What follows belongs to an exercise in optimizing a design on an open flow for small area, a short achievable clock period and few clock cycles per item; a production flow would make more cautious choices.
Only simulation tests tie the RTL to the original design; equivalence was not proved.

File: flow/config.mk
export PLATFORM = sky130hd
export DESIGN_NAME = RSA
export DESIGN_NICKNAME = RSA
export VERILOG_FILES = /design/flow/design.v
export SDC_FILE = /design/flow/constraint.sdc
export NUM_CORES = 4
export LEC_CHECK = 0
export ABC_AREA = 1
export CAP_MARGIN = 20
export CORE_MARGIN = 2
export CORE_UTILIZATION = 40
export PLACE_DENSITY = 0.6
export SLEW_MARGIN = 20
File: flow/constraint.sdc
create_clock -name core_clock -period 145.0 [get_ports {clk}]
set_input_delay 29.0000 -clock core_clock [delete_from_list [all_inputs] [get_ports {clk}]]
set_output_delay 29.0000 -clock core_clock [all_outputs]
set_load 0.01 [all_outputs]
File: flow/design.v
module RSA #(
    parameter WIDTH = 16
)(
    input clk,
    input reset,
    input [WIDTH-1:0] Data,
    input [5:0] Key,
    input [WIDTH-1:0] N,
    output [WIDTH-1:0] Result,
    output Done
);
    reg [15:0] Dr, Nr;
    reg [5:0]  Kr;
    always @(posedge clk) begin
        Dr <= Data;
        Nr <= N;
        Kr <= Key;
    end
    reg [15:0] R;           
    reg [2:0] j;            
    reg mul;                
    reg first;              
    reg done;
    wire [3:0] s = Nr[15] ? 4'd0 : Nr[14] ? 4'd1 : Nr[13] ? 4'd2 : Nr[12] ? 4'd3 :
                   Nr[11] ? 4'd4 : Nr[10] ? 4'd5 : Nr[9]  ? 4'd6 : Nr[8]  ? 4'd7 :
                   Nr[7]  ? 4'd8 : Nr[6]  ? 4'd9 : Nr[5]  ? 4'd10 : Nr[4] ? 4'd11 :
                   Nr[3]  ? 4'd12 : Nr[2] ? 4'd13 : Nr[1]  ? 4'd14 : 4'd15;
    wire [15:0] Nn = Nr << s;       
    wire [15:0] Bn = R << s;        
    wire [15:0] A = mul ? ((Kr == 6'd0) ? 16'd1 : Dr) : R;
    wire [33:0] pp0 = {34{A[0]}} & ({18'd0, Bn} << 0);
    wire [33:0] pp1 = {34{A[1]}} & ({18'd0, Bn} << 1);
    wire [33:0] pp2 = {34{A[2]}} & ({18'd0, Bn} << 2);
    wire [33:0] pp3 = {34{A[3]}} & ({18'd0, Bn} << 3);
    wire [33:0] pp4 = {34{A[4]}} & ({18'd0, Bn} << 4);
    wire [33:0] pp5 = {34{A[5]}} & ({18'd0, Bn} << 5);
    wire [33:0] pp6 = {34{A[6]}} & ({18'd0, Bn} << 6);
    wire [33:0] pp7 = {34{A[7]}} & ({18'd0, Bn} << 7);
    wire [33:0] pp8 = {34{A[8]}} & ({18'd0, Bn} << 8);
    wire [33:0] pp9 = {34{A[9]}} & ({18'd0, Bn} << 9);
    wire [33:0] pp10 = {34{A[10]}} & ({18'd0, Bn} << 10);
    wire [33:0] pp11 = {34{A[11]}} & ({18'd0, Bn} << 11);
    wire [33:0] pp12 = {34{A[12]}} & ({18'd0, Bn} << 12);
    wire [33:0] pp13 = {34{A[13]}} & ({18'd0, Bn} << 13);
    wire [33:0] pp14 = {34{A[14]}} & ({18'd0, Bn} << 14);
    wire [33:0] pp15 = {34{A[15]}} & ({18'd0, Bn} << 15);
    wire [33:0] ms0 = pp0 ^ pp1 ^ pp2;
    wire [33:0] mc0m = (pp0 & pp1) | (pp0 & pp2) | (pp1 & pp2);
    wire [33:0] mc0 = {mc0m[32:0], 1'b0};
    wire [33:0] ms1 = pp3 ^ pp4 ^ pp5;
    wire [33:0] mc1m = (pp3 & pp4) | (pp3 & pp5) | (pp4 & pp5);
    wire [33:0] mc1 = {mc1m[32:0], 1'b0};
    wire [33:0] ms2 = pp6 ^ pp7 ^ pp8;
    wire [33:0] mc2m = (pp6 & pp7) | (pp6 & pp8) | (pp7 & pp8);
    wire [33:0] mc2 = {mc2m[32:0], 1'b0};
    wire [33:0] ms3 = pp9 ^ pp10 ^ pp11;
    wire [33:0] mc3m = (pp9 & pp10) | (pp9 & pp11) | (pp10 & pp11);
    wire [33:0] mc3 = {mc3m[32:0], 1'b0};
    wire [33:0] ms4 = pp12 ^ pp13 ^ pp14;
    wire [33:0] mc4m = (pp12 & pp13) | (pp12 & pp14) | (pp13 & pp14);
    wire [33:0] mc4 = {mc4m[32:0], 1'b0};
    wire [33:0] ms5 = ms0 ^ mc0 ^ ms1;
    wire [33:0] mc5m = (ms0 & mc0) | (ms0 & ms1) | (mc0 & ms1);
    wire [33:0] mc5 = {mc5m[32:0], 1'b0};
    wire [33:0] ms6 = mc1 ^ ms2 ^ mc2;
    wire [33:0] mc6m = (mc1 & ms2) | (mc1 & mc2) | (ms2 & mc2);
    wire [33:0] mc6 = {mc6m[32:0], 1'b0};
    wire [33:0] ms7 = ms3 ^ mc3 ^ ms4;
    wire [33:0] mc7m = (ms3 & mc3) | (ms3 & ms4) | (mc3 & ms4);
    wire [33:0] mc7 = {mc7m[32:0], 1'b0};
    wire [33:0] ms8 = ms5 ^ mc5 ^ ms6;
    wire [33:0] mc8m = (ms5 & mc5) | (ms5 & ms6) | (mc5 & ms6);
    wire [33:0] mc8 = {mc8m[32:0], 1'b0};
    wire [33:0] ms9 = mc6 ^ ms7 ^ mc7;
    wire [33:0] mc9m = (mc6 & ms7) | (mc6 & mc7) | (ms7 & mc7);
    wire [33:0] mc9 = {mc9m[32:0], 1'b0};
    wire [33:0] ms10 = ms8 ^ mc8 ^ ms9;
    wire [33:0] mc10m = (ms8 & mc8) | (ms8 & ms9) | (mc8 & ms9);
    wire [33:0] mc10 = {mc10m[32:0], 1'b0};
    wire [33:0] ms11 = mc9 ^ mc4 ^ pp15;
    wire [33:0] mc11m = (mc9 & mc4) | (mc9 & pp15) | (mc4 & pp15);
    wire [33:0] mc11 = {mc11m[32:0], 1'b0};
    wire [33:0] ms12 = ms10 ^ mc10 ^ ms11;
    wire [33:0] mc12m = (ms10 & mc10) | (ms10 & ms11) | (mc10 & ms11);
    wire [33:0] mc12 = {mc12m[32:0], 1'b0};
    wire [33:0] ms13 = ms12 ^ mc12 ^ mc11;
    wire [33:0] mc13m = (ms12 & mc12) | (ms12 & mc11) | (mc12 & mc11);
    wire [33:0] mc13 = {mc13m[32:0], 1'b0};
    wire [33:0] S16 = ms13;
    wire [33:0] C16 = mc13;
    wire [4:0] tH = S16[33:29] + C16[33:29];
    wire [4:0] H16 = tH;
    wire [28:0] SL16 = S16[28:0];
    wire [28:0] CL16 = C16[28:0];
    wire n14 = Nn[14];
    wire qp15 = ~H16[4];                                
    wire qm15 = H16[4] & ~(H16[3] & H16[2] & H16[1]);   
    wire [13:0] d15 = qp15 ? ~Nn[13:0] : qm15 ? Nn[13:0] : 14'd0;
    wire [13:0] a15 = SL16[28:15];
    wire [13:0] b15 = CL16[28:15];
    wire [13:0] fs15 = a15 ^ b15 ^ d15;
    wire [13:0] fc15 = (a15 & b15) | (a15 & d15) | (b15 & d15);
    wire [4:0] dh15 = qp15 ? (n14 ? 5'b11000 : 5'b11010) : qm15 ? (n14 ? 5'b00110 : 5'b00100) : 5'd0;
    wire [4:0] H15 = {H16[3:0], 1'b0} + dh15 + {4'd0, fs15[13]} + {4'd0, fc15[12]} + {3'd0, fc15[13], 1'b0};
    wire [27:0] SL15 = {fs15[12:0], SL16[14:0]};
    wire [27:0] CL15 = {fc15[11:0], qp15, CL16[14:0]};
    wire qp14 = ~H15[4];                                
    wire qm14 = H15[4] & ~(H15[3] & H15[2] & H15[1]);   
    wire [13:0] d14 = qp14 ? ~Nn[13:0] : qm14 ? Nn[13:0] : 14'd0;
    wire [13:0] a14 = SL15[27:14];
    wire [13:0] b14 = CL15[27:14];
    wire [13:0] fs14 = a14 ^ b14 ^ d14;
    wire [13:0] fc14 = (a14 & b14) | (a14 & d14) | (b14 & d14);
    wire [4:0] dh14 = qp14 ? (n14 ? 5'b11000 : 5'b11010) : qm14 ? (n14 ? 5'b00110 : 5'b00100) : 5'd0;
    wire [4:0] H14 = {H15[3:0], 1'b0} + dh14 + {4'd0, fs14[13]} + {4'd0, fc14[12]} + {3'd0, fc14[13], 1'b0};
    wire [26:0] SL14 = {fs14[12:0], SL15[13:0]};
    wire [26:0] CL14 = {fc14[11:0], qp14, CL15[13:0]};
    wire qp13 = ~H14[4];                                
    wire qm13 = H14[4] & ~(H14[3] & H14[2] & H14[1]);   
    wire [13:0] d13 = qp13 ? ~Nn[13:0] : qm13 ? Nn[13:0] : 14'd0;
    wire [13:0] a13 = SL14[26:13];
    wire [13:0] b13 = CL14[26:13];
    wire [13:0] fs13 = a13 ^ b13 ^ d13;
    wire [13:0] fc13 = (a13 & b13) | (a13 & d13) | (b13 & d13);
    wire [4:0] dh13 = qp13 ? (n14 ? 5'b11000 : 5'b11010) : qm13 ? (n14 ? 5'b00110 : 5'b00100) : 5'd0;
    wire [4:0] H13 = {H14[3:0], 1'b0} + dh13 + {4'd0, fs13[13]} + {4'd0, fc13[12]} + {3'd0, fc13[13], 1'b0};
    wire [25:0] SL13 = {fs13[12:0], SL14[12:0]};
    wire [25:0] CL13 = {fc13[11:0], qp13, CL14[12:0]};
    wire qp12 = ~H13[4];                                
    wire qm12 = H13[4] & ~(H13[3] & H13[2] & H13[1]);   
    wire [13:0] d12 = qp12 ? ~Nn[13:0] : qm12 ? Nn[13:0] : 14'd0;
    wire [13:0] a12 = SL13[25:12];
    wire [13:0] b12 = CL13[25:12];
    wire [13:0] fs12 = a12 ^ b12 ^ d12;
    wire [13:0] fc12 = (a12 & b12) | (a12 & d12) | (b12 & d12);
    wire [4:0] dh12 = qp12 ? (n14 ? 5'b11000 : 5'b11010) : qm12 ? (n14 ? 5'b00110 : 5'b00100) : 5'd0;
    wire [4:0] H12 = {H13[3:0], 1'b0} + dh12 + {4'd0, fs12[13]} + {4'd0, fc12[12]} + {3'd0, fc12[13], 1'b0};
    wire [24:0] SL12 = {fs12[12:0], SL13[11:0]};
    wire [24:0] CL12 = {fc12[11:0], qp12, CL13[11:0]};
    wire qp11 = ~H12[4];                                
    wire qm11 = H12[4] & ~(H12[3] & H12[2] & H12[1]);   
    wire [13:0] d11 = qp11 ? ~Nn[13:0] : qm11 ? Nn[13:0] : 14'd0;
    wire [13:0] a11 = SL12[24:11];
    wire [13:0] b11 = CL12[24:11];
    wire [13:0] fs11 = a11 ^ b11 ^ d11;
    wire [13:0] fc11 = (a11 & b11) | (a11 & d11) | (b11 & d11);
    wire [4:0] dh11 = qp11 ? (n14 ? 5'b11000 : 5'b11010) : qm11 ? (n14 ? 5'b00110 : 5'b00100) : 5'd0;
    wire [4:0] H11 = {H12[3:0], 1'b0} + dh11 + {4'd0, fs11[13]} + {4'd0, fc11[12]} + {3'd0, fc11[13], 1'b0};
    wire [23:0] SL11 = {fs11[12:0], SL12[10:0]};
    wire [23:0] CL11 = {fc11[11:0], qp11, CL12[10:0]};
    wire qp10 = ~H11[4];                                
    wire qm10 = H11[4] & ~(H11[3] & H11[2] & H11[1]);   
    wire [13:0] d10 = qp10 ? ~Nn[13:0] : qm10 ? Nn[13:0] : 14'd0;
    wire [13:0] a10 = SL11[23:10];
    wire [13:0] b10 = CL11[23:10];
    wire [13:0] fs10 = a10 ^ b10 ^ d10;
    wire [13:0] fc10 = (a10 & b10) | (a10 & d10) | (b10 & d10);
    wire [4:0] dh10 = qp10 ? (n14 ? 5'b11000 : 5'b11010) : qm10 ? (n14 ? 5'b00110 : 5'b00100) : 5'd0;
    wire [4:0] H10 = {H11[3:0], 1'b0} + dh10 + {4'd0, fs10[13]} + {4'd0, fc10[12]} + {3'd0, fc10[13], 1'b0};
    wire [22:0] SL10 = {fs10[12:0], SL11[9:0]};
    wire [22:0] CL10 = {fc10[11:0], qp10, CL11[9:0]};
    wire qp9 = ~H10[4];                                
    wire qm9 = H10[4] & ~(H10[3] & H10[2] & H10[1]);   
    wire [13:0] d9 = qp9 ? ~Nn[13:0] : qm9 ? Nn[13:0] : 14'd0;
    wire [13:0] a9 = SL10[22:9];
    wire [13:0] b9 = CL10[22:9];
    wire [13:0] fs9 = a9 ^ b9 ^ d9;
    wire [13:0] fc9 = (a9 & b9) | (a9 & d9) | (b9 & d9);
    wire [4:0] dh9 = qp9 ? (n14 ? 5'b11000 : 5'b11010) : qm9 ? (n14 ? 5'b00110 : 5'b00100) : 5'd0;
    wire [4:0] H9 = {H10[3:0], 1'b0} + dh9 + {4'd0, fs9[13]} + {4'd0, fc9[12]} + {3'd0, fc9[13], 1'b0};
    wire [21:0] SL9 = {fs9[12:0], SL10[8:0]};
    wire [21:0] CL9 = {fc9[11:0], qp9, CL10[8:0]};
    wire qp8 = ~H9[4];                                
    wire qm8 = H9[4] & ~(H9[3] & H9[2] & H9[1]);   
    wire [13:0] d8 = qp8 ? ~Nn[13:0] : qm8 ? Nn[13:0] : 14'd0;
    wire [13:0] a8 = SL9[21:8];
    wire [13:0] b8 = CL9[21:8];
    wire [13:0] fs8 = a8 ^ b8 ^ d8;
    wire [13:0] fc8 = (a8 & b8) | (a8 & d8) | (b8 & d8);
    wire [4:0] dh8 = qp8 ? (n14 ? 5'b11000 : 5'b11010) : qm8 ? (n14 ? 5'b00110 : 5'b00100) : 5'd0;
    wire [4:0] H8 = {H9[3:0], 1'b0} + dh8 + {4'd0, fs8[13]} + {4'd0, fc8[12]} + {3'd0, fc8[13], 1'b0};
    wire [20:0] SL8 = {fs8[12:0], SL9[7:0]};
    wire [20:0] CL8 = {fc8[11:0], qp8, CL9[7:0]};
    wire qp7 = ~H8[4];                                
    wire qm7 = H8[4] & ~(H8[3] & H8[2] & H8[1]);   
    wire [13:0] d7 = qp7 ? ~Nn[13:0] : qm7 ? Nn[13:0] : 14'd0;
    wire [13:0] a7 = SL8[20:7];
    wire [13:0] b7 = CL8[20:7];
    wire [13:0] fs7 = a7 ^ b7 ^ d7;
    wire [13:0] fc7 = (a7 & b7) | (a7 & d7) | (b7 & d7);
    wire [4:0] dh7 = qp7 ? (n14 ? 5'b11000 : 5'b11010) : qm7 ? (n14 ? 5'b00110 : 5'b00100) : 5'd0;
    wire [4:0] H7 = {H8[3:0], 1'b0} + dh7 + {4'd0, fs7[13]} + {4'd0, fc7[12]} + {3'd0, fc7[13], 1'b0};
    wire [19:0] SL7 = {fs7[12:0], SL8[6:0]};
    wire [19:0] CL7 = {fc7[11:0], qp7, CL8[6:0]};
    wire qp6 = ~H7[4];                                
    wire qm6 = H7[4] & ~(H7[3] & H7[2] & H7[1]);   
    wire [13:0] d6 = qp6 ? ~Nn[13:0] : qm6 ? Nn[13:0] : 14'd0;
    wire [13:0] a6 = SL7[19:6];
    wire [13:0] b6 = CL7[19:6];
    wire [13:0] fs6 = a6 ^ b6 ^ d6;
    wire [13:0] fc6 = (a6 & b6) | (a6 & d6) | (b6 & d6);
    wire [4:0] dh6 = qp6 ? (n14 ? 5'b11000 : 5'b11010) : qm6 ? (n14 ? 5'b00110 : 5'b00100) : 5'd0;
    wire [4:0] H6 = {H7[3:0], 1'b0} + dh6 + {4'd0, fs6[13]} + {4'd0, fc6[12]} + {3'd0, fc6[13], 1'b0};
    wire [18:0] SL6 = {fs6[12:0], SL7[5:0]};
    wire [18:0] CL6 = {fc6[11:0], qp6, CL7[5:0]};
    wire qp5 = ~H6[4];                                
    wire qm5 = H6[4] & ~(H6[3] & H6[2] & H6[1]);   
    wire [13:0] d5 = qp5 ? ~Nn[13:0] : qm5 ? Nn[13:0] : 14'd0;
    wire [13:0] a5 = SL6[18:5];
    wire [13:0] b5 = CL6[18:5];
    wire [13:0] fs5 = a5 ^ b5 ^ d5;
    wire [13:0] fc5 = (a5 & b5) | (a5 & d5) | (b5 & d5);
    wire [4:0] dh5 = qp5 ? (n14 ? 5'b11000 : 5'b11010) : qm5 ? (n14 ? 5'b00110 : 5'b00100) : 5'd0;
    wire [4:0] H5 = {H6[3:0], 1'b0} + dh5 + {4'd0, fs5[13]} + {4'd0, fc5[12]} + {3'd0, fc5[13], 1'b0};
    wire [17:0] SL5 = {fs5[12:0], SL6[4:0]};
    wire [17:0] CL5 = {fc5[11:0], qp5, CL6[4:0]};
    wire qp4 = ~H5[4];                                
    wire qm4 = H5[4] & ~(H5[3] & H5[2] & H5[1]);   
    wire [13:0] d4 = qp4 ? ~Nn[13:0] : qm4 ? Nn[13:0] : 14'd0;
    wire [13:0] a4 = SL5[17:4];
    wire [13:0] b4 = CL5[17:4];
    wire [13:0] fs4 = a4 ^ b4 ^ d4;
    wire [13:0] fc4 = (a4 & b4) | (a4 & d4) | (b4 & d4);
    wire [4:0] dh4 = qp4 ? (n14 ? 5'b11000 : 5'b11010) : qm4 ? (n14 ? 5'b00110 : 5'b00100) : 5'd0;
    wire [4:0] H4 = {H5[3:0], 1'b0} + dh4 + {4'd0, fs4[13]} + {4'd0, fc4[12]} + {3'd0, fc4[13], 1'b0};
    wire [16:0] SL4 = {fs4[12:0], SL5[3:0]};
    wire [16:0] CL4 = {fc4[11:0], qp4, CL5[3:0]};
    wire qp3 = ~H4[4];                                
    wire qm3 = H4[4] & ~(H4[3] & H4[2] & H4[1]);   
    wire [13:0] d3 = qp3 ? ~Nn[13:0] : qm3 ? Nn[13:0] : 14'd0;
    wire [13:0] a3 = SL4[16:3];
    wire [13:0] b3 = CL4[16:3];
    wire [13:0] fs3 = a3 ^ b3 ^ d3;
    wire [13:0] fc3 = (a3 & b3) | (a3 & d3) | (b3 & d3);
    wire [4:0] dh3 = qp3 ? (n14 ? 5'b11000 : 5'b11010) : qm3 ? (n14 ? 5'b00110 : 5'b00100) : 5'd0;
    wire [4:0] H3 = {H4[3:0], 1'b0} + dh3 + {4'd0, fs3[13]} + {4'd0, fc3[12]} + {3'd0, fc3[13], 1'b0};
    wire [15:0] SL3 = {fs3[12:0], SL4[2:0]};
    wire [15:0] CL3 = {fc3[11:0], qp3, CL4[2:0]};
    wire qp2 = ~H3[4];                                
    wire qm2 = H3[4] & ~(H3[3] & H3[2] & H3[1]);   
    wire [13:0] d2 = qp2 ? ~Nn[13:0] : qm2 ? Nn[13:0] : 14'd0;
    wire [13:0] a2 = SL3[15:2];
    wire [13:0] b2 = CL3[15:2];
    wire [13:0] fs2 = a2 ^ b2 ^ d2;
    wire [13:0] fc2 = (a2 & b2) | (a2 & d2) | (b2 & d2);
    wire [4:0] dh2 = qp2 ? (n14 ? 5'b11000 : 5'b11010) : qm2 ? (n14 ? 5'b00110 : 5'b00100) : 5'd0;
    wire [4:0] H2 = {H3[3:0], 1'b0} + dh2 + {4'd0, fs2[13]} + {4'd0, fc2[12]} + {3'd0, fc2[13], 1'b0};
    wire [14:0] SL2 = {fs2[12:0], SL3[1:0]};
    wire [14:0] CL2 = {fc2[11:0], qp2, CL3[1:0]};
    wire qp1 = ~H2[4];                                
    wire qm1 = H2[4] & ~(H2[3] & H2[2] & H2[1]);   
    wire [13:0] d1 = qp1 ? ~Nn[13:0] : qm1 ? Nn[13:0] : 14'd0;
    wire [13:0] a1 = SL2[14:1];
    wire [13:0] b1 = CL2[14:1];
    wire [13:0] fs1 = a1 ^ b1 ^ d1;
    wire [13:0] fc1 = (a1 & b1) | (a1 & d1) | (b1 & d1);
    wire [4:0] dh1 = qp1 ? (n14 ? 5'b11000 : 5'b11010) : qm1 ? (n14 ? 5'b00110 : 5'b00100) : 5'd0;
    wire [4:0] H1 = {H2[3:0], 1'b0} + dh1 + {4'd0, fs1[13]} + {4'd0, fc1[12]} + {3'd0, fc1[13], 1'b0};
    wire [13:0] SL1 = {fs1[12:0], SL2[0:0]};
    wire [13:0] CL1 = {fc1[11:0], qp1, CL2[0:0]};
    wire qp0 = ~H1[4];                                
    wire qm0 = H1[4] & ~(H1[3] & H1[2] & H1[1]);   
    wire [13:0] d0 = qp0 ? ~Nn[13:0] : qm0 ? Nn[13:0] : 14'd0;
    wire [13:0] a0 = SL1[13:0];
    wire [13:0] b0 = CL1[13:0];
    wire [13:0] fs0 = a0 ^ b0 ^ d0;
    wire [13:0] fc0 = (a0 & b0) | (a0 & d0) | (b0 & d0);
    wire [4:0] dh0 = qp0 ? (n14 ? 5'b11000 : 5'b11010) : qm0 ? (n14 ? 5'b00110 : 5'b00100) : 5'd0;
    wire [4:0] H0 = {H1[3:0], 1'b0} + dh0 + {4'd0, fs0[13]} + {4'd0, fc0[12]} + {3'd0, fc0[13], 1'b0};
    wire [12:0] SL0 = {fs0[12:0]};
    wire [12:0] CL0 = {fc0[11:0], qp0};
    wire [18:0] r1 = {H0[4], H0, 13'd0} + {6'd0, SL0} + {6'd0, CL0};
    wire [18:0] r2 = {H0[4], H0, 13'd0} + {6'd0, SL0} + {6'd0, CL0} + {3'b000, Nn};
    wire [15:0] rc = r1[18] ? r2[15:0] : r1[15:0];
    wire [15:0] Rn = rc >> s;
    wire [2:0] msb = Kr[5] ? 3'd5 : Kr[4] ? 3'd4 : Kr[3] ? 3'd3 :
                     Kr[2] ? 3'd2 : Kr[1] ? 3'd1 : 3'd0;
    wire [2:0] je = first ? msb : j;
    always @(posedge clk) begin
        if (reset) begin
            R <= 16'd1;
            mul <= 1'b1;
            first <= 1'b1;
            done <= 1'b0;
            j <= 3'd0;
        end else if (!done) begin
            R <= Rn;
            first <= 1'b0;
            if (mul) begin
                if (je == 3'd0) done <= 1'b1;
                else begin
                    j <= je - 3'd1;
                    mul <= 1'b0;
                end
            end else begin
                if (Kr[j]) mul <= 1'b1;
                else if (j == 3'd0) done <= 1'b1;
                else j <= j - 3'd1;
            end
        end
    end
    assign Result = R;
    assign Done = done;
endmodule
File: flow/flow/run.sh
#!/bin/bash
# The standard layout, except that synthesis leaves adders to ABC instead of
# extracting full/half adder cells first (ADDER_MAP_FILE empty): ABC then sees
# whole paths and maps them much faster.  Registers are unchanged.
set -euo pipefail
bash standard.sh ADDER_MAP_FILE= finish > flow_make.log 2>&1
File: flow/standard.sh
#!/bin/bash
# synth_recipe.tcl (not shown) runs the flow's synth.tcl, then flattens the netlist and writes it again
# the make line also repeats each setting of config.mk as NAME=value (left out here)
make -C /OpenROAD-flow-scripts/flow DESIGN_CONFIG=/design/flow/config.mk WORK_HOME=/design/flow/orfs CLKGATE_MAP_FILE= SYNTH_SCRIPT=/design/flow/synth_recipe.tcl "${@:-finish}"
==> results of run 1 <==
==> cells by family after synthesis <==
family,share of synthesized area
AO/OA/AOI/OAI,0.146
XOR/XNOR,0.128
flip-flops,0.0409
buffers and inverters,0.166
adder cells (fa/ha/maj),0.000682
AND/OR/NAND/NOR,0.518
multiplexers,0.00136
==> synthesized netlist by cell type, types with 5 or more instances <==
library cell / n / area share
a21boi_0: 6 / 0.0015
a21o_1: 13 / 0.0033
a21oi_1: 180 / 0.031
a21oi_2: 14 / 0.0042
a22oi_1: 36 / 0.0092
and2_1: 7 / 0.0015
buf_4: 14 / 0.0036
buf_6: 21 / 0.0081
buf_8: 5 / 0.0026
clkbuf_1: 44 / 0.0056
clkbuf_8: 47 / 0.022
clkinv_1: 13 / 0.0017
dfxtp_1: 60 / 0.041
inv_1: 863 / 0.11
inv_2: 46 / 0.0059
inv_4: 6 / 0.0013
nand2_1: 1858 / 0.24
nand2_2: 195 / 0.042
nand2_4: 36 / 0.014
nand3_1: 330 / 0.056
nand3_2: 90 / 0.031
nand3b_1: 6 / 0.0015
nand4_1: 21 / 0.0045
nor2_1: 628 / 0.080
nor2_2: 47 / 0.010
nor2_4: 9 / 0.0035
nor3_1: 5 / 0.00085
o21a_1: 5 / 0.0013
o21ai_0: 387 / 0.066
o21ai_1: 63 / 0.011
o21ai_2: 29 / 0.0086
o22ai_1: 9 / 0.0019
or2_1: 15 / 0.0032
or2_2: 104 / 0.022
or2_4: 5 / 0.0015
or3_1: 9 / 0.0019
xnor2_1: 150 / 0.045
xor2_1: 254 / 0.076
xor2_2: 8 / 0.0044
==> critical path, cell delays in order (launching register included) <==
cell,delay [ns]
dfxtp_1,0.30
buf_4,0.24
clkdlybuf4s50_1,0.58
==> layer usage <==
| layer | track usage | up-vias | routed length [µm] |
|---|---|---|---|
| met3 | 0.0118 | 105 | 3540 |
| met2 | 0.373 | 618 | 37600 |
| met5 | 0 | - | 0 |
| met4 | 0.0495 | 0 | 1970 |
| met1 | 0.306 | 13741 | 41300 |
| li1 | - | 17469 | - |
==> through the flow <==
stage / hold WS, ns / util / worst slack, ns
6_report: 0.505 / 0.417 / 114.52
2_1_floorplan: 0.469 / - / 115.06
4_1_cts: 0.501 / 0.417 / 114.52
5_1_grt: 0.524 / 0.417 / 114.32
3_5_place_dp: 0.490 / 0.413 / 114.50
3_3_place_gp: 0.497 / 0.413 / 114.48
==> flip-flops by register name, summed over array words and instances, names as in the netlist <==
name,flops
Kr,6
j,3
Dr,16
first,1
done,1
Nr,16
R,16
mul,1
==> layout by cell type, fill, tap and decap left out, drive strengths merged, types with 60 or more instances in the layout <==
cell type and n:
a21oi 195, or2 125, xor2 263, inv 917, nor2 684, xnor2 153
nand3 424, o21ai 481, nand2 2091, dfxtp 60
==> path summary, 6_finish.rpt <==
kind | startpoint | end | slack (ns) | cells after the start
hold reg to reg | j[1] | j[1] | 0.51 | 2
setup / recovery | done | Done | 114.52 | 2
hold / removal | j[1] | j[1] | 0.51 | 2
setup reg to reg | Nr[2] | R[2] | 117.69 | 211
==> final cells by class <==
cell class,instances,area [µm²]
fill,8177,42500
clock buffer,11,233
sequential,60,1200
timing repair buffer,92,831
inverter,934,3550
tap,959,1200
multi-input combinational,4574,23300
clock inverter,5,38.8
==> flow_metrics.py, run 1 <==
metrics = {
    "global_route": {
        "grt_overflow": 0,
        "grt_pass1_vias": 27872,
        "grt_first_pass_wirelength_mm": 138,
        "gr-usage-all-layers": 0.220,
        "antenna_found_initial": 0,
        "grt_max_degree": 58,
    },
    "die": {
        "num_rows": 99,
        "die_h_um": 275,
        "core_area_um2": 72800,
        "die_area_um2": 75600,
        "start_util": 0.403,
        "die_w_um": 275,
        "io_pins": 57,
    },
    "yosys": {
        "synthArstFlopShare": 0,
        "syn_area_um2": 29400,
        "yosysUniqueCellTypes": 81,
        "ys_warn_count": 1,
        "synth-main-ff-cell": "dfxtp_1",
        "syn_avg_cell_area_um2": 5.14,
        "syn_inst": 5710,
        "syn_nets": 5750,
        "synth_edf_count": 0,
        "synth_seq_area_share": 0.0409,
        "ys_ff_latch": 60,
    },
    "timing": {
        "setup-violations-final": 0,
        "rsz0062_at_grt": "no",
        "hold_viol": 0,
        "worst_pin_slew_ns": 1.13,
        "finalCritPeriodShare": 0.210,
        "min_period_ns": 30.48,
        "fin_worst_skew_ns": 0.00719,
        "max_freq_ghz": 0.0328,
        "slew_headroom": 0.238,
        "drv_slew": 0,
        "setup_tns_ns": 0,
    },
    "detailed_routing": {
        "via_count": 31933,
        "vias_per_cell": 4.81,
        "totalWireLength_mm": 84.4,
        "post-route-drc-count": 0,
        "drt-initial-drc-count": 2050,
        "ant_nets": 0,
        "dr.pass1.iters": 6,
        "wire_per_inst_um": 12.7,
    },
    "clock_network": {
        "clk_latency_ns": 0.34,
        "cts_setup_buffers": 0,
        "cts_buffers": 9,
        "h-tree-depth": 3,
        "clk_path_buf_depth": 2,
        "cts_hold_buf": 0,
        "clk_pin_slew_worst_paths_ns": 0.06,
        "root_buffer": "clkbuf_16",
        "cts_num_sinks": 60,
        "ctsResizeCount": 0,
        "tritoncts": "done",
    },
    "layout": {
        "antenna_cells": 0,
        "fin_cells": 6635,
        "nets": 5711,
        "synthToLayoutAreaGrowth_pct": 3.47,
        "drive_above_1_share": 0.118,
        "final_area_um2": 30400,
    },
    "min_path": {
        "min_path_type": "reg -> reg",
    },
    "place": {
        "placed_cells": 6619,
        "placed_cell_area_um2": 30100,
        "gp_congestion": 0.902,
        "io_buffer_count": 56,
        "hpwl_mm": 68.8,
    },
    "status": {
        "status": "complete, no violations",
    },
    "job": {
        "maxCapViolCount": 0,
    },
    "setup_path": {
        "worstPathArrival_ns": 1.48,
        "end_kind": "output pin",
        "crit_type": "reg -> out",
        "startpoint_type": "flip-flop",
        "required_ns": 116.00,
        "cp_max_fo": 20,
    },
}
Testbench counts, summed over its fixed seeds: cycles 9,642, ops 1,200.
==> run 2: changes to the inputs <==
--- a/flow/design.v
+++ b/flow/design.v
@@ -28,4 +28,10 @@
     wire [15:0] Nn = Nr << s;       
-    wire [15:0] Bn = R << s;        
-    wire [15:0] A = mul ? ((Kr == 6'd0) ? 16'd1 : Dr) : R;
+    wire [2:0] msb = Kr[5] ? 3'd5 : Kr[4] ? 3'd4 : Kr[3] ? 3'd3 :
+                     Kr[2] ? 3'd2 : Kr[1] ? 3'd1 : 3'd0;
+    wire skip = first & (Dr < Nr) & (Kr[5:1] != 5'd0);
+    wire me = first ? ~skip : mul;
+    wire [2:0] je = first ? (skip ? msb - 3'd1 : msb) : j;
+    wire [15:0] A = (me | first) ? ((Kr == 6'd0) ? 16'd1 : Dr) : R;
+    wire [15:0] Bsrc = first ? (skip ? Dr : 16'd1) : R;
+    wire [15:0] Bn = Bsrc << s;     
     wire [33:0] pp0 = {34{A[0]}} & ({18'd0, Bn} << 0);
@@ -275,8 +281,4 @@
     wire [15:0] Rn = rc >> s;
-    wire [2:0] msb = Kr[5] ? 3'd5 : Kr[4] ? 3'd4 : Kr[3] ? 3'd3 :
-                     Kr[2] ? 3'd2 : Kr[1] ? 3'd1 : 3'd0;
-    wire [2:0] je = first ? msb : j;
     always @(posedge clk) begin
         if (reset) begin
-            R <= 16'd1;
             mul <= 1'b1;
@@ -286,5 +288,4 @@
         end else if (!done) begin
-            R <= Rn;
             first <= 1'b0;
-            if (mul) begin
+            if (me) begin
                 if (je == 3'd0) done <= 1'b1;
@@ -295,5 +296,10 @@
             end else begin
-                if (Kr[j]) mul <= 1'b1;
-                else if (j == 3'd0) done <= 1'b1;
-                else j <= j - 3'd1;
+                if (Kr[je]) begin
+                    mul <= 1'b1;
+                    j <= je;
+                end else if (je == 3'd0) done <= 1'b1;
+                else begin
+                    j <= je - 3'd1;
+                    mul <= 1'b0;
+                end
             end
@@ -301,2 +307,5 @@
     end
+    always @(posedge clk) begin
+        if (!done) R <= Rn;
+    end
     assign Result = R;
==> flow_metrics.py, run 2 <==
metrics = {
    "status": {
        "status": "complete, no violations",
    },
    "place": {
        "hpwl_mm": 70.9,
        "gp_congestion": 0.964,
        "io_buffer_count": 56,
    },
    "yosys": {
        "yosysUniqueCellTypes": 78,
        "ys_warn_count": 1,
        "ys_ff_latch": 60,
        "synth_commonest_cells": "nand2_1, inv_1, nor2_1, o21ai_0, nand3_1",
        "syn_inst": 5796,
        "syn_nets": 5836,
        "synth_area_leaders": "nand2_1, inv_1, nor2_1",
        "syn_avg_cell_area_um2": 5.21,
        "synthArstFlopShare": 0,
        "synth_top_area_share": 0.241,
        "synth_most_common_cell": "nand2_1",
        "syn_area_um2": 30200,
        "synth_seq_area_share": 0.0450,
        "synth_edf_count": 16,
        "synth_largest_area_cell": "nand2_1",
        "synth-main-ff-cell": "dfxtp_1",
    },
    "timing": {
        "max_freq_ghz": 0.0330,
        "slew_headroom": 0.305,
        "setup-violations-final": 0,
        "worst_pin_slew_ns": 1.04,
        "holdWs_ns": 0.535,
        "finalCritPeriodShare": 0.209,
        "hold_viol": 0,
        "drv_slew": 0,
        "rsz0062_at_grt": "no",
        "fin_worst_skew_ns": 0.00585,
        "setup_tns_ns": 0,
        "min_period_ns": 30.33,
    },
    "setup_path": {
        "crit_type": "reg -> out",
        "max_stage_delay_ns": 0.59,
        "startpoint_type": "flip-flop",
        "crit_chain": "clkdlybuf4s50_1",
        "required_ns": 116.00,
        "critical_path_buf_inv_count": 1,
        "worstPathArrival_ns": 1.33,
        "end_kind": "output pin",
        "crit_slowest_cell": "clkdlybuf4s50_1",
        "r2r_start": "Nr[15]",
        "startpoint": "R[12]",
        "cp_max_fo": 3,
        "cp_top_family": "buffers and inverters",
        "r2r_slack_ns": 116.91,
    },
    "global_route": {
        "antenna_found_initial": 0,
        "grt_pass1_vias": 29860,
        "gr-usage-all-layers": 0.223,
        "grt_first_pass_wirelength_mm": 145,
        "grt_overflow": 0,
        "grt_max_degree": 60,
    },
    "detailed_routing": {
        "totalWireLength_mm": 87.5,
        "via_count": 32714,
        "wire_per_inst_um": 13.0,
        "post-route-drc-count": 0,
        "drt-initial-drc-count": 2109,
        "dr.pass1.iters": 5,
        "vias_per_cell": 4.86,
        "ant_nets": 0,
    },
    "min_path": {
        "min_from": "mul",
        "min_path_type": "reg -> reg",
    },
    "job": {
        "maxCapViolCount": 0,
    },
    "die": {
        "io_pins": 57,
        "start_util": 0.405,
        "die_area_um2": 77800,
        "die_h_um": 279,
        "core_area_um2": 74600,
        "num_rows": 100,
        "die_w_um": 279,
    },
    "clock_network": {
        "ctsResizeCount": 0,
        "cts_buffers": 9,
        "tritoncts": "done",
        "clk_path_buf_depth": 2,
        "cts_num_sinks": 60,
        "root_buffer": "clkbuf_16",
        "cts_hold_buf": 0,
        "clk_pin_slew_worst_paths_ns": 0.05,
        "clk_latency_ns": 0.33,
        "h-tree-depth": 3,
        "cts_setup_buffers": 0,
    },
    "layout": {
        "fillers": 8328,
        "synthToLayoutAreaGrowth_pct": 3.10,
        "drive_above_1_share": 0.123,
        "mostFrequentLayoutCells": "nand2_1, inv_1, nor2_1",
        "nets": 5796,
        "final_common_cell": "nand2_1",
        "reg_top3": "Dr x16, Nr x16, R x16",
    },
}
[run 2: logic make-up after synthesis]
logic type                 count (synthesis)  share of synthesized area
and+or+nand+nor                         3456                      0.516
buffers and inverters                   1071                      0.167
AOI/OAI and AO/OA                        786                      0.147
xor gates and xnor gates                 422                      0.125
DFF                                       60                     0.0450
adders and majority gates                  1                   0.000331
[run 2: layout make-up]
cell class / instances / area [µm²] / share of cell area
antenna: 1 / 2.50 / 0.0000803
clock buffer: 12 / 268 / 0.00859
clock inverter: 4 / 45.0 / 0.00145
inverter: 927 / 3570 / 0.115
multi-input combinational: 4665 / 23900 / 0.766
sequential: 60 / 1360 / 0.0437
tap: 969 / 1210 / 0.0389
timing repair buffer: 93 / 846 / 0.0271
[run 2: layer usage]
metal,GRT usage,vias up,wire length (µm)
li1,-,17774,-
met1,0.297,14224,42200
met2,0.393,613,39900
met3,0.0109,103,3250
met4,0.0567,0,2170
met5,0,-,0
[run 2: final timing paths]
check	end	cells after the start
worst max register to register	R[5]	214
worst min-delay path	mul	2
worst max-delay path	Result[12]	1
worst min register to register	mul	2
[run 2: per-stage QoR]
stage	utilization	worst slack [ns]	cells	instance area (µm²)
2_1_floorplan	-	115.55	5796	30200
3_3_place_gp	0.413	115.02	6713	30800
3_5_place_dp	0.413	115.01	6713	30800
4_1_cts	0.418	114.66	6729	31100
5_1_grt	0.418	113.17	6730	31200
6_report	0.418	114.67	6731	31200
[run 2: tightest hold or removal path, cell delays in order, from the launching register on]
cell	delay, ns
dfxtp_1	0.29
inv_1	0.10
o21ai_0	0.09
Testbench counts of run 2, summed over its fixed seeds: cycles 9,070, ops 1,200.
==> run 3: changes to the inputs <==
==> flow/flow/run.sh (replaced) <==
#!/bin/bash
# The standard layout with two synthesis changes, registers unchanged:
#  - adders are left to ABC instead of being extracted into full/half adder
#    cells first (ADDER_MAP_FILE empty), so ABC sees and maps whole paths;
#  - ABC's area script (flow/abc_area.script) buffers and downsizes but does
#    not upsize.
# ORFS's scripts are copied here so that only that one script differs.
set -euo pipefail
rm -rf scripts_abc
cp -r "$FLOW_HOME/scripts" scripts_abc
cp flow/abc_area.script scripts_abc/abc_area.script
bash standard.sh ADDER_MAP_FILE= SCRIPTS_DIR="$PWD/scripts_abc" finish > flow_make.log 2>&1
==> flow/flow/abc_area.script (new file) <==
strash
dch
map -B 0.9
topo
stime -c
buffer -c
dnsize -c
==> flow_metrics.py, run 3 <==
metrics = {
    "status": {
        "status": "complete, no violations",
    },
    "detailed_routing": {
        "vias_per_cell": 4.96,
        "totalWireLength_mm": 90.7,
        "wire_per_inst_um": 13.6,
        "dr_wl_met3_mm": 5.19,
        "drt-initial-drc-count": 2502,
        "ant_nets": 0,
        "post-route-drc-count": 0,
        "top_layer": "met4",
        "dr.pass1.iters": 6,
        "wl_met1_mm": 42.4,
        "via_count": 33021,
        "wl_met2_mm": 39.3,
    },
    "timing": {
        "setup_tns_ns": 0,
        "min_period_ns": 33.77,
        "hold_viol": 0,
        "max_freq_ghz": 0.0296,
        "fin_ws_ns": 111.23,
        "setup-violations-final": 0,
        "rsz0062_at_grt": "no",
        "drv_slew": 0,
        "finalCritPeriodShare": 0.233,
        "slew_headroom": 0.367,
        "worst_pin_slew_ns": 0.948,
        "fin_worst_skew_ns": 0.00714,
        "holdWs_ns": 0.494,
    },
    "layout": {
        "mostFrequentLayoutCells": "nand2_1, inv_1, nor2_1",
        "synthToLayoutAreaGrowth_pct": 6.74,
        "final_common_cell": "nand2_1",
        "reg_top3": "Dr x16, Nr x16, R x16",
        "drive_above_1_share": 0.0353,
        "nets": 5815,
        "fillers": 7767,
    },
    "setup_path": {
        "startpoint_type": "flip-flop",
        "cp_max_fo": 51,
        "worstPathArrival_ns": 33.83,
        "cp_common_cell": "nand2_1",
        "cp_top_family": "simple AND/OR/NAND/NOR gates",
        "required_ns": 145.06,
        "crit_slowest_cell": "and2_0",
        "critical_path_buf_inv_count": 24,
        "end_kind": "flip-flop",
        "max_stage_delay_ns": 0.62,
        "crit_type": "reg -> reg",
    },
    "clock_network": {
        "clk_latency_ns": 0.32,
        "clk_path_buf_depth": 2,
        "cts_num_sinks": 60,
        "h-tree-depth": 3,
        "tritoncts": "done",
        "cts_hold_buf": 0,
        "cts_buffers": 9,
        "cts_setup_buffers": 0,
        "clk_pin_slew_worst_paths_ns": 0.05,
        "ctsResizeCount": 0,
        "root_buffer": "clkbuf_16",
    },
    "global_route": {
        "gr-usage-all-layers": 0.253,
        "grt_max_degree": 60,
        "grt_first_pass_wirelength_mm": 147,
        "grt_pass1_vias": 29324,
        "grt_overflow": 0,
        "antenna_found_initial": 1,
    },
    "yosys": {
        "syn_avg_cell_area_um2": 4.70,
        "synth_area_leaders": "nand2_1, inv_1, o21ai_0",
        "synthArstFlopShare": 0,
        "synth_most_common_cell": "nand2_1",
        "synth_edf_count": 16,
        "synth_commonest_cells": "nand2_1, inv_1, nor2_1, o21ai_0, nand3_1",
        "synth-main-ff-cell": "dfxtp_1",
        "synth_largest_area_cell": "nand2_1",
        "syn_area_um2": 27200,
        "syn_nets": 5836,
        "synth_seq_area_share": 0.0500,
        "ys_ff_latch": 60,
        "yosysUniqueCellTypes": 45,
        "ys_warn_count": 1,
        "synth_top_area_share": 0.299,
        "syn_inst": 5796,
    },
    "min_path": {
        "min_path_type": "reg -> reg",
    },
    "die": {
        "die_h_um": 265,
        "io_pins": 57,
        "start_util": 0.405,
        "num_rows": 95,
        "die_area_um2": 70200,
        "die_w_um": 265,
        "core_area_um2": 67300,
    },
    "place": {
        "gp_congestion": 0.955,
        "hpwl_mm": 72.7,
        "pre_cts_ws_ns": 111.60,
        "io_buffer_count": 56,
    },
    "job": {
        "maxCapViolCount": 0,
    },
}
[run 3: worst reg2reg max path: cells and delay by family (launching register included)]
family | cells | cell delay, ns
AND/OR/NAND/NOR | 170 | 23.67
flip-flops | 1 | 0.35
AO/OA/AOI/OAI | 25 | 5.30
XOR/XNOR | 1 | 0.24
buffers and inverters | 24 | 4.00
[run 3: cell type report]
cell class,instances,area (µm²),area share
multi-input combinational,4665,21900,0.752
timing repair buffer,112,981,0.0337
clock buffer,9,225,0.00775
antenna,1,2.50,0.0000861
inverter,927,3480,0.120
sequential,60,1360,0.0468
clock inverter,7,57.6,0.00198
tap,873,1090,0.0376
[run 3: routing by layer]
| metal | GRT usage | vias up |
|---|---|---|
| met5 | 0 | - |
| met4 | 0.101 | 0 |
| met3 | 0.0225 | 180 |
| met2 | 0.423 | 865 |
| met1 | 0.335 | 14209 |
| li1 | - | 17767 |
[run 3: final timing paths]
check / start / endpoint / slack, ns / cells after the start
setup / recovery: Nr[2] / R[5] / 111.23 / 220
hold reg to reg: mul / mul / 0.49 / 2
setup reg to reg: Nr[2] / R[5] / 111.23 / 220
hold / removal: mul / mul / 0.49 / 2
[run 3: kinds of logic after synthesis]
kind of cell | Yosys count | synth area share
AO/OA/AOI/OAI | 786 | 0.153
XOR/XNOR | 422 | 0.136
AND/OR/NAND/NOR | 3456 | 0.512
adder cells (fa/ha/maj) | 1 | 0.000368
flip-flops | 60 | 0.0500
buffers and inverters | 1071 | 0.148
[run 3: metrics by stage]
| step | util | area, µm² | cells |
|---|---|---|---|
| global placement | 0.428 | 28800 | 6637 |
| CTS | 0.432 | 29100 | 6653 |
| floorplan | - | 27200 | 5796 |
| finish | 0.432 | 29100 | 6654 |
| detailed placement | 0.428 | 28800 | 6637 |
| global route | 0.432 | 29100 | 6654 |

==> what the ideal ports hide <==
The flow's constraints put no driver on any port. The routed layouts listed below were extracted and timed again, unchanged, in two steps.
Step 1 (the two cells are an assumption about what drives the block):
set clk [get_ports {clk}]
set_driving_cell -lib_cell sky130_fd_sc_hd__clkbuf_16 $clk
set_driving_cell -lib_cell sky130_fd_sc_hd__buf_2 [delete_from_list [all_inputs] $clk]
Step 2 adds t to the input delays and takes it off the output delays; t is the mean of the earliest and latest rising clock arrival at the registers after step 1. Input paths then give back, and output paths get back, about the clock's delay inside the block.
Slacks: no drivers / after step 1 / after step 2; pairs: no drivers / after step 1.
| run | t (ns) | setup slack, ns | worst hold slack (ns) |
|---|---|---|---|
| run 1 | 0.376 | 114.523 / 114.483 / 114.402 | 0.505 / 0.505 / 0.505 |
| run 2 | 0.361 | 114.669 / 114.633 / 114.994 | 0.535 / 0.535 / 0.535 |
| run 3 | 0.360 | 111.229 / 111.229 / 111.229 | 0.494 / 0.494 / 0.494 |
After both steps every run listed still meets setup and hold. For run 1, which loses most, drivers alone change the setup slack by -0.040 ns; drivers and shift together by -0.121 ns.
